What follows belongs to an exercise in optimizing a design on an open flow for small area; a production flow would make more cautious choices.
Where RTL was checked, it was by simulation tests only, not by an equivalence proof against the original.

==> inputs of 04-12 <==
==> flow/design.v (excerpt) <==
module systolic_array #(parameter DATA_WIDTH = 8, SIZE = 4) (
    input clk,
    input rst,
    input signed [DATA_WIDTH*SIZE*SIZE-1:0] a_in,   
    input signed [DATA_WIDTH*SIZE*SIZE-1:0] b_in,   
    output signed [2*DATA_WIDTH*SIZE*SIZE-1:0] result   
);
==> module processing_element, before the edit <==
module processing_element #(parameter DATA_WIDTH = 8) (
    input clk,
    input rst,
    input signed [DATA_WIDTH-1:0] a_in, b_in,
    input signed [2*DATA_WIDTH-1:0] accum_in,
    output reg signed [2*DATA_WIDTH-1:0] accum_out,
    output reg signed [DATA_WIDTH-1:0] a_out, b_out
);
always @(posedge clk or posedge rst) begin
    if (rst) begin
        accum_out <= 0;
        a_out <= 0;
        b_out <= 0;
    end else begin
        accum_out <= accum_in + a_in * b_in;
        a_out <= a_in;
        b_out <= b_in;
    end
end
endmodule
==> module systolic_array, before the edit <==
module systolic_array #(parameter DATA_WIDTH = 8, SIZE = 4) (
    input clk,
    input rst,
    input signed [DATA_WIDTH*SIZE*SIZE-1:0] a_in,   
    input signed [DATA_WIDTH*SIZE*SIZE-1:0] b_in,   
    output signed [2*DATA_WIDTH*SIZE*SIZE-1:0] result   
);
wire signed [DATA_WIDTH-1:0] a [0:SIZE-1][0:SIZE-1];
wire signed [DATA_WIDTH-1:0] b [0:SIZE-1][0:SIZE-1];
wire signed [2*DATA_WIDTH-1:0] accum [0:SIZE-1][0:SIZE-1];
generate
    genvar i, j;
    for (i = 0; i < SIZE; i = i + 1) begin
        for (j = 0; j < SIZE; j = j + 1) begin
            assign a[i][j] = a_in[(i * SIZE + j) * DATA_WIDTH +: DATA_WIDTH];
            assign b[i][j] = b_in[(i * SIZE + j) * DATA_WIDTH +: DATA_WIDTH];
        end
    end
endgenerate
generate
    for (i = 0; i < SIZE; i = i + 1) begin
        for (j = 0; j < SIZE; j = j + 1) begin
            if (i == 0) begin
                processing_element #(.DATA_WIDTH(DATA_WIDTH)) pe (
                    .clk(clk), .rst(rst),
                    .a_in(a[i][j]), .b_in(b[i][j]),
                    .accum_in(0),   
                    .accum_out(accum[i][j])
                );
            end else begin
                processing_element #(.DATA_WIDTH(DATA_WIDTH)) pe (
                    .clk(clk), .rst(rst),
                    .a_in(a[i][j]), .b_in(b[i][j]),
                    .accum_in(accum[i-1][j]),   
                    .accum_out(accum[i][j])
                );
            end
        end
    end
endgenerate
generate
    for (i = 0; i < SIZE; i = i + 1) begin
        for (j = 0; j < SIZE; j = j + 1) begin
            assign result[(i * SIZE + j) * 2 * DATA_WIDTH +: 2 * DATA_WIDTH] = accum[i][j];
        end
    end
endgenerate
endmodule
==> flow/config.mk <==
export PLATFORM = sky130hd
export DESIGN_NAME = systolic_array
export DESIGN_NICKNAME = systolic_array
export VERILOG_FILES = /design/flow/design.v
export SDC_FILE = /design/flow/constraint.sdc
export NUM_CORES = 4
export LEC_CHECK = 0
export CAP_MARGIN = 20
export CORE_MARGIN = 2
export CORE_UTILIZATION = 40
export SLEW_MARGIN = 20
==> flow/constraint.sdc <==
create_clock -name core_clock -period 6.5 [get_ports {clk}]
set_input_delay 1.3000 -clock core_clock [delete_from_list [all_inputs] [get_ports {clk}]]
set_output_delay 1.3000 -clock core_clock [all_outputs]
set_load 0.01 [all_outputs]
run.sh (not shown) runs the stock make flow with config.mk's settings and CLKGATE_MAP_FILE= SYNTH_SCRIPT=/design/flow/synth_recipe.tcl, a recipe that flattens the netlist after the stock synthesis.
==> 06-02 (differences from 04-12) <==
==> flow/design.v (replaced) <==
module systolic_array #(parameter DATA_WIDTH = 8, SIZE = 4) (
    input clk,
    input rst,
    input [DATA_WIDTH*SIZE*SIZE-1:0] a_in,
    input [DATA_WIDTH*SIZE*SIZE-1:0] b_in,
    output [2*DATA_WIDTH*SIZE*SIZE-1:0] result
);
wire [2*DATA_WIDTH-1:0] accum [0:SIZE-1][0:SIZE-1];
generate
    genvar i, j;
    for (i = 0; i < SIZE; i = i + 1) begin : row
        for (j = 0; j < SIZE; j = j + 1) begin : col
            if (i == 0) begin : first
                pe_first pe (
                    .clk(clk), .rst(rst),
                    .a_in(a_in[(i * SIZE + j) * DATA_WIDTH +: DATA_WIDTH]),
                    .b_in(b_in[(i * SIZE + j) * DATA_WIDTH +: DATA_WIDTH]),
                    .accum_out(accum[i][j])
                );
            end else begin : rest
                pe_acc pe (
                    .clk(clk), .rst(rst),
                    .a_in(a_in[(i * SIZE + j) * DATA_WIDTH +: DATA_WIDTH]),
                    .b_in(b_in[(i * SIZE + j) * DATA_WIDTH +: DATA_WIDTH]),
                    .accum_in(accum[i-1][j]),
                    .accum_out(accum[i][j])
                );
            end
            assign result[(i * SIZE + j) * 2 * DATA_WIDTH +: 2 * DATA_WIDTH] = accum[i][j];
        end
    end
endgenerate
endmodule
==> flow/flow/run.sh (new file) <==
#!/bin/bash
# Layout flow: the standard ORFS flow (standard.sh), with
#  - the AOI21 gates that synthesis sized to drive strength 2 set back to
#    drive strength 1 (same function; timing repair may upsize them again),
#  - the port buffers made from the smallest buffer cell (buf_1) instead of
#    the default delay buffer, and
#  - clock tree synthesis with smaller clusters of clkbuf_8 and no dummy loads.
# Each tool's full output is in the ORFS logs under orfs/logs/; the make
# output is in synth.log and standard.log.
set -euo pipefail
export BUFFER_PORTS_ARGS="-buffer_cell sky130_fd_sc_hd__buf_1"
export CTS_ARGS="-sink_clustering_enable -repair_clock_nets -dont_use_dummy_load -sink_clustering_size 14 -sink_clustering_max_diameter 80 -buf_list {sky130_fd_sc_hd__clkbuf_4 sky130_fd_sc_hd__clkbuf_8}"
RES=orfs/results/sky130hd/systolic_array/base
bash standard.sh synth > synth.log 2>&1
sed -i 's/sky130_fd_sc_hd__a21oi_2 /sky130_fd_sc_hd__a21oi_1 /' $RES/1_2_yosys.v
rm -f $RES/1_synth.odb $RES/1_synth.sdc
bash standard.sh > standard.log 2>&1
==> flow/standard.sh (new file) <==
#!/bin/bash
# synth_recipe.tcl (not shown) runs the flow's synth.tcl, then flattens the netlist and writes it again
# the make line also repeats each setting of config.mk as NAME=value (left out here)
make -C /OpenROAD-flow-scripts/flow DESIGN_CONFIG=/design/flow/config.mk WORK_HOME=/design/flow/orfs CLKGATE_MAP_FILE= SYNTH_SCRIPT=/design/flow/synth_recipe.tcl "${@:-finish}"
GPL_TIMING_DRIVEN = 0   (was not set)
SYNTH_HIERARCHICAL = 1   (was not set)
removed: flow/run.sh
==> impl_metrics.ini <==
[worst_hold_path]
hp-start = genblk2[2].genblk1[1].genblk1.pe.accum_out[0]

[synth]
syn-num-nets = 6768
synth_top_family_by_area = adder cells

[finish]
largest_reg_flops = 256
largestClassByArea = multi-input gates

[routing]
maxUsedRoutingLayer = met5

[place]
dp_hpwl_um = 108600

[sta]
setup_slack_ns = 0.8087

[cts]
clock_latency_ns = 0.59

[run_status]
outcome = complete, no violations
-- figures above: 04-12

==> impl_metrics.ini <==
[synth]
synth_warnings = 0

[run_status]
outcome = aborted with a tool error
stop_stage = Yosys front end (1_1_yosys_canonicalize)
stop_error = ERROR: Module `\pe_acc' referenced in module `\systolic_array' in cell `\row[3].col[3].rest.pe' is not part of the design.
-- figures above: 06-02

The RTL of 06-02 was laid out without a check of its function.

afterwards: timing with drivers on the ports:
No port has a modelled driver above. Below, the same layout with a new extraction and two added sets of constraints.
Step 1, drivers: a clkbuf_16 drives clk and a buf_2 each remaining input, both assumed.
Step 2 also shifts input and output timing later by t, the mid clock arrival at the registers, as if the neighbouring blocks saw the same clock.
Slacks: ideal ports / drivers / drivers and shift; pairs: ideal ports / drivers.
run: 04-12
t, ns: 0.646
setup WS [ns]: 0.809 / 0.762 / 0.116
worst hold slack (ns): 0.521 / 0.521 / 0.521
After both steps 04-12 still meets setup and hold. For 04-12, drivers alone change the setup slack by -0.047 ns; drivers and shift together by -0.693 ns.
